Source: an optimization exercise on an open RTL-to-GDS flow (aim: small area and a short achievable clock period). Production flows keep margins and buffers that such runs may drop. Only simulation tests tie the RTL to the original design; equivalence was not proved. Power and IR drop assume default switching activity.

## run 1
// if_layer
module if_layer
(
    input clk,
    input rst,
    input [7:0] spike_in,
    output [1:0] spike_out,
    input [27:0] mem_addr,
    input [31:0] mem_din,
    input mem_wen,
    output [31:0] mem_dout
);
For scale: roughly 3500 cells after synthesis, about 110 I/O pins, roughly 43000 um^2 of cells after synthesis.
clock: 12.0 ns
lec_check: 0
cap_margin: 20
core_margin: 2
core_utilization: 40
cts_cluster_diameter: 80
cts_cluster_size: 24
place_density: 0.6
setup_slack_margin: 5
slew_margin: 20
standard.sh (not shown) runs the stock make flow with config.mk's settings and CLKGATE_MAP_FILE= SYNTH_SCRIPT=/design/flow/synth_recipe.tcl, a recipe that flattens the netlist after the stock synthesis.
==> flow/flow/run.sh <==
#!/bin/bash
# Own flow: the standard synthesis and layout (standard.sh), with one
# netlist clean-up in between: flow/polarity.py flips full adders (self-dual)
# and 2-input gates to their complements where that removes inverters. It
# changes no register and no port. Each tool's output goes to a log here.
set -euo pipefail
R=orfs/results/sky130hd/if_layer/base
bash standard.sh synth > synth_standard.log 2>&1
cp $R/1_2_yosys.v 1_2_yosys.standard.v
python3 flow/polarity.py 1_2_yosys.standard.v $R/1_2_yosys.v > polarity.log 2>&1
rm -f $R/1_synth.odb $R/1_synth.sdc
bash standard.sh "BUFFER_PORTS_ARGS=-buffer_cell sky130_fd_sc_hd__buf_2" finish > layout_standard.log 2>&1
Other scripts of this flow, unchanged in this note and not shown: flow/flow/polarity.py
Edits applied to the flow inputs when going from run 1 to run 2:
--- a/flow/config.mk
+++ b/flow/config.mk
@@ -14 +14 @@
-export SETUP_SLACK_MARGIN = 5
+export SETUP_SLACK_MARGIN = 4.6
### Flow results
Of run 2 and run 1, the run reporting the higher cell area was run 1. Summary: with run 1 as the reference, post-cts gate resize count in run 2 moved down by more than a quarter. As far as path length in cells of the critical path goes, run 1 and run 2 are indistinguishable; the numbers are identical. Final wirelength ended up about 8% lower on run 2 than on run 1. Run 1 has lower number of clock-tree buffers in the layout than run 2. Summary: with run 1 as the reference, wire length on met3 in run 2 moved down by more than 10%. Via count of the routed design (run 2 vs. run 1) decreases by a few percent. Run 2 ends up with a power that is 0.00069 W lower than in run 1.
Edits applied to the flow inputs when going from run 2 to run 3:
--- a/flow/config.mk
+++ b/flow/config.mk
@@ -7,0 +8 @@
+export ABC_AREA = 1
@@ -14 +15 @@
-export SETUP_SLACK_MARGIN = 4.6
+export SETUP_SLACK_MARGIN = 5
Results
Looking at maximum frequency, run 3 sits above run 2. Summary: with run 2 as the reference, synthesized area in run 3 moved up slightly. Against run 2, number of nets produced by synthesis in run 3 rose by more than 10%. Run 2 vs run 3, capture point of the worst path: n0_npot[58]$_SDFF_PP1_ vs mem_dout[12]. Fraction of power consumed by combinational cells: run 3 < run 2.
Relative to run 3, the following input files were edited for run 4:
--- a/flow/flow/run.sh
+++ b/flow/flow/run.sh
@@ -5 +5,2 @@
-# changes no register and no port. Each tool's output goes to a log here.
+# changes no register and no port. repair_timing aims 5.5 ns above the
+# (unchanged) 12 ns constraint. Each tool's output goes to a log here.
@@ -12 +13 @@
-bash standard.sh "BUFFER_PORTS_ARGS=-buffer_cell sky130_fd_sc_hd__buf_2" finish > layout_standard.log 2>&1
+bash standard.sh SETUP_SLACK_MARGIN=5.5 "BUFFER_PORTS_ARGS=-buffer_cell sky130_fd_sc_hd__buf_2" finish > layout_standard.log 2>&1
--- a/flow/config.mk
+++ b/flow/config.mk
@@ -11 +11 @@
-export CORE_UTILIZATION = 40
+export CORE_UTILIZATION = 55
@@ -14,2 +14 @@
-export PLACE_DENSITY = 0.6
-export SETUP_SLACK_MARGIN = 5
+export PLACE_DENSITY = 0.72
==> comparison <==
- In the reports for run 4 and run 3, the larger maximum single-stage delay on the critical path belongs to run 3.
- Run 4 vs. run 3: pin count of the biggest net entering global routing now sits higher; cell count after placement now sits lower; setup slack after layout now sits higher; cell area now sits higher.

[port drivers added, routing unchanged]
The flow's constraints put no driver on any port. The routed layouts listed below were extracted and timed again, unchanged, in two steps.
Step 1 assumes that a clkbuf_16 drives the clock port and a buf_2 every other input.
Step 2 moves the port delays by t, midway between the first and last clock arrival at a register: inputs arrive t later, outputs are due t later. That takes back most of the time a late clock gives input paths.
a / b / c = ideal / step 1 / step 2; a / b = the first two.
run | t (ns) | slack for setup (ns) | clock arrival spread, ns | slew at the worst register clock pin (ns) | worst slew at a driven data input, ns
run 1 | 0.696 | 5.028 / 4.828 / 4.133 | 0.043 / 0.043 | 0.10 / 0.10 | 0.34
run 2 | 0.712 | 4.722 / 4.603 / 3.891 | 0.040 / 0.040 | 0.10 / 0.10 | 0.31
run 3 | 0.710 | 5.071 / 5.051 / 4.476 | 0.031 / 0.031 | 0.11 / 0.11 | 0.17
run 4 | 0.692 | 5.480 / 5.382 / 4.690 | 0.036 / 0.036 | 0.10 / 0.10 | 0.28
After both steps setup and hold are still met in every run listed. For run 1, which loses most, drivers alone change the setup slack by -0.200 ns; drivers and shift together by -0.895 ns.
